This is an optimization exercise on Yosys and OpenROAD, whose aim is small area, not a production implementation.
Function was checked by simulation only, so behaviour that the tests miss may differ from the original.
No activity file was given, so power comes from the tool's default toggle rates.

// top_ip_i2c
module top_ip_i2c
(
    input       wire                PCLK,PRESETn  ,
    input       wire                PSEL,PENABLE  ,
    input       wire                PWRITE        ,
    input       wire    [31:0]      PADDR         ,
    input       wire    [31:0]      PWDATA        ,
    output      wire    [31:0]      PRDATA        ,
    output      wire                PREADY        ,
    output      wire                PSLVERR       ,
    output      wire                PINT          ,
    input       wire                sda_i         ,
    output      wire                sda_o         ,
    output      wire                scl_o         ,
    input       wire                scl_i
);
Size: ~1100 cells after synthesis.
clock: 10.0 ns
lec_check: 0
cap_margin: 20
core_margin: 2
core_utilization: 65
place_density: 0.8
slew_margin: 20
standard.sh (not shown) runs the stock make flow with config.mk's settings and CLKGATE_MAP_FILE= SYNTH_SCRIPT=/design/flow/synth_recipe.tcl, a recipe that flattens the netlist after the stock synthesis.
==> flow/flow/run.sh <==
#!/bin/bash
# Own layout flow: the standard ORFS flow (standard.sh) with these changes:
#  - the port buffers that ORFS adds are the smallest buffer cell;
#  - clock tree: clkbuf_8 cluster buffers (up to 20 sinks, 50 um), clkbuf_8 root and tree
#    buffers, no dummy loads;
set -euo pipefail
W=$(pwd)
export CTS_ARGS='-sink_clustering_enable -repair_clock_nets -dont_use_dummy_load -buf_list sky130_fd_sc_hd__clkbuf_8 -sink_clustering_size 20 -sink_clustering_max_diameter 50 -root_buf sky130_fd_sc_hd__clkbuf_8 -tree_buf sky130_fd_sc_hd__clkbuf_8'

sed -e "s#WORK_HOME=[^ ]*#WORK_HOME=$W/ref#" standard.sh > ref_standard.sh
bash ref_standard.sh synth > ref_synth.log 2>&1

# 2. This flow's synthesis script: the reference script with an area-oriented ABC call.
{
  cat <<'EOT'
proc abc {args} {
  set keep {}
  set skip 0
  foreach a $args {
    if {$skip} { set skip 0; continue }
    if {$a in {-script -constr -D}} { set skip 1; continue }
    lappend keep $a
  }
  yosys abc {*}$keep -script {+strash;&get,-n;&deepsyn,-T,60;&put;dch,-f;amap;topo}
}
EOT
  cat synth_recipe.tcl
} > area_synth.tcl

sed -e "s#SYNTH_SCRIPT=[^ ]*#SYNTH_SCRIPT=$W/area_synth.tcl ADDER_MAP_FILE= SYNTH_OPERATIONS_ARGS=-noshare 'BUFFER_PORTS_ARGS=-buffer_cell sky130_fd_sc_hd__buf_1'#" \
  standard.sh > area_standard.sh
bash area_standard.sh synth > area_synth.log 2>&1

ff_list() {
  python3 - "$1" <<'EOP'
import re, sys
txt = open(sys.argv[1]).read()
ffs = sorted(set(re.findall(r"^\s*(sky130_fd_sc_hd__(?:df|edf|sdf|sedf|dl)\w*)\s+(\S+)\s*\(", txt, re.M)))
for c, n in ffs:
    print(re.sub(r"_\d+$", "", c), n)
EOP
}
ff_list ref/results/sky130hd/top_ip_i2c/base/1_2_yosys.v > ref_regs.txt
ff_list orfs/results/sky130hd/top_ip_i2c/base/1_2_yosys.v > area_regs.txt
if cmp -s ref_regs.txt area_regs.txt && [[ -s ref_regs.txt ]]; then
  echo "registers match the reference synthesis ($(wc -l < ref_regs.txt))" | tee regs_check.log
  bash area_standard.sh > area_flow.log 2>&1
else
  echo "registers differ from the reference synthesis: standard flow" | tee regs_check.log
  diff ref_regs.txt area_regs.txt >> regs_check.log || true
  rm -rf orfs
  bash standard.sh > standard_flow.log 2>&1
fi
The starting point produced a clean layout.
Edit:
--- a/flow/design.v
+++ b/flow/design.v
@@ -90,21 +90,21 @@
     reg         m_rep;           
     reg         m_sda;
     reg  [7:0]  m_dout;
     reg  [15:0] m_cnt_clk;
     reg         m_reg_scl;
     reg         m_sta_sto;
     reg  [10:0] d_cnt, d_cnt2;
     reg         sclk, clk_en;
     wire        m_cnt_z  = (m_cnt == 3'd0);
     wire        m_cb_nz  = |m_cb;
-    wire        m_stretch = m_cnt_clk > ({5'd0, div_cnt[10:1]} + 16'd1);
+    wire        m_stretch = (m_cnt_clk >= {6'd0, div_cnt[10:1]}) & ~&m_cnt_clk[15:1];
     always_ff @(posedge PCLK or negedge PRESETn)
     begin
         if (~PRESETn) begin
             d_cnt <= 11'd0;
             sclk  <= 1'b0;
         end else if (d_cnt >= div_cnt) begin
             d_cnt <= 11'd0;
             sclk  <= 1'b1;
         end else if (~m_stretch) begin
             d_cnt <= d_cnt + 11'd1;
@@ -122,23 +122,23 @@
         end else if (~m_stretch) begin
             d_cnt2 <= d_cnt2 + 11'd1;
             clk_en <= 1'b0;
         end
     end
     wire m_clr_clk = (m_scl_i ^ m_reg_scl) | mq == M_IDLE | mq == M_START | mq == M_ADDR |
                      mq == M_STOP | mq == M_SR;
     always_ff @(posedge PCLK or negedge PRESETn)
     begin
         if (~PRESETn)
-            m_cnt_clk <= 16'd0;
+            m_cnt_clk <= 16'hfffe;
         else if (m_clr_clk)
-            m_cnt_clk <= 16'd0;
+            m_cnt_clk <= 16'hfffe;
         else if (i2c_ready)
             m_cnt_clk <= m_cnt_clk + 16'd1;
     end
     always_ff @(posedge PCLK)
         m_reg_scl <= m_scl_i;
     always_comb
     begin
         mq_next = mq;
         case (mq)
             M_IDLE:  if (i2c_ready && ms) mq_next = M_START;
@@ -199,61 +199,61 @@
     end
     wire m_scl_o = (mq == M_IDLE) | (m_sta_sto ^ (mq == M_START));
     wire m_tx    = ~m_sda_i & ((mq == M_AACK) | (mq == M_RACK & m_cb_nz));
     wire [7:0] m_status = {4'b0, mq == M_WACK, m_tx, mq == M_STOP, 1'b0};
     localparam [2:0] S_IDLE = 3'd0, S_RADDR = 3'd1, S_AADDR = 3'd2, S_RD = 3'd3,
                      S_ARD  = 3'd4, S_WR    = 3'd5, S_AWR   = 3'd6;
     wire        s_sda_i = ss ? sda_i : 1'b1;
     wire        s_scl_i = ss ? scl_i : 1'b1;
     wire [6:0]  s_addr  = ss ? tx_apb_addr[8:2] : 7'd0;
     wire [7:0]  s_din   = ss ? tx_apb_data : 8'd0;
-    reg         s_reg_scl, s_reg_sda;
-    reg  [7:0]  s_dscl, s_dsf, s_dsr;
+    reg         s_reg_sda;
+    reg  [7:0]  s_dscl;          
+    reg         s_dscl9;         
+    reg  [8:1]  s_nsda;          
     reg  [7:0]  s_cnt_st;
     reg         s_sta, s_sto, s_dsta, s_dsto;
     reg         s_ready;
     reg  [7:0]  s_sr;
     reg  [2:0]  sq, sq_next;
     reg         s_reg_addr;
     reg         s_sda;
     reg  [3:0]  s_cnt_bit;
     reg  [7:0]  s_dout;
     reg         s_rw;
     reg         s_reg_tx, s_reg_stretch;
     reg         s_stc;
     reg  [19:0] s_cnt_stretch;
+    wire s_reg_scl  = s_dscl[0];
     wire s_scl_ev   = s_reg_scl ^ s_scl_i;
     wire s_scl_fall = s_reg_scl & ~s_scl_i;
     wire s_scl_rise = ~s_reg_scl & s_scl_i;
     wire s_sda_rise = ~s_scl_ev & ~s_reg_sda & s_sda_i;
     wire s_sda_fall = ~s_scl_ev & s_reg_sda & ~s_sda_i;
     wire s_d_scl    = s_dscl[7];
-    wire s_d_sf     = s_dsf[7];
-    wire s_d_sr     = s_dsr[7];
+    wire s_d_nscl_ev = ~(s_dscl9 ^ s_dscl[7]);
+    wire s_d_sf     = ~s_nsda[8] &  s_nsda[7] & s_d_nscl_ev;
+    wire s_d_sr     =  s_nsda[8] & ~s_nsda[7] & s_d_nscl_ev;
     wire s_to_ge    = s_cnt_stretch >= time_out;
     wire s_to_gt    = s_cnt_stretch >  time_out;
     always_ff @(posedge PCLK)
     begin
-        s_reg_scl <= s_scl_i;
         s_reg_sda <= s_sda_i;
+        s_dscl9   <= s_dscl[7];
+        s_nsda    <= {s_nsda[7:1], ~s_reg_sda};
     end
     always_ff @(posedge PCLK or negedge PRESETn)
     begin
-        if (~PRESETn) begin
+        if (~PRESETn)
             s_dscl <= 8'd0;
-            s_dsf  <= 8'd0;
-            s_dsr  <= 8'd0;
-        end else begin
+        else
             s_dscl <= {s_dscl[6:0], s_scl_i};
-            s_dsf  <= {s_dsf[6:0], s_sda_fall};
-            s_dsr  <= {s_dsr[6:0], s_sda_rise};
-        end
     end
     always_ff @(posedge PCLK or negedge PRESETn)
     begin
         if (~PRESETn)
             s_cnt_st <= 8'd0;
         else if ((s_sda_fall | s_sda_rise) & s_d_scl)
             s_cnt_st <= 8'd0;
         else
             s_cnt_st <= s_cnt_st + 8'd1;
     end
=> The new run completed without violations. Global-route usage increases by 0.58 points. Sequential power climbs by about 6%. Worst hold slack is worse by 0.012 ns. Critical path depth came out lower by 4. Synthesized cell count falls by 3.5%. Worst setup slack gains 0.93 ns. Wire length drops by 2.2%. Power grows by 11%. Die area shrinks by 3.5%. Non-clock buffer count rises by 3. Final area fell by 3.5%. Utilization is higher by 0.33 points. Register-to-register slack loses 0.36 ns. Count of clock-buffer cells in the layout drops by 1.

afterwards: timing with drivers on the ports:
How much do the figures lean on ideal ports? The routed layouts below were timed once more, with nothing changed but the port constraints. Step 1 assumes that a clkbuf_16 drives the clock port and a buf_2 every other input. Step 2 moves the port delays by t, midway between the first and last clock arrival at a register: inputs arrive t later, outputs are due t later. That takes back most of the time a late clock gives input paths. Slacks: ideal ports / drivers / drivers and shift; pairs: ideal ports / drivers.
| run | t, ns | setup WS [ns] | worst setup path at the end |
|---|---|---|---|
| the first run | 0.546 | 4.594 / 4.553 / 4.726 | input to register |
| the second run | 0.542 | 5.523 / 5.484 / 5.015 | input to register |
After both steps setup and hold are still met in every run listed. The setup slack of the second run, which loses most, moves by -0.039 ns with the drivers and by -0.508 ns with both steps.
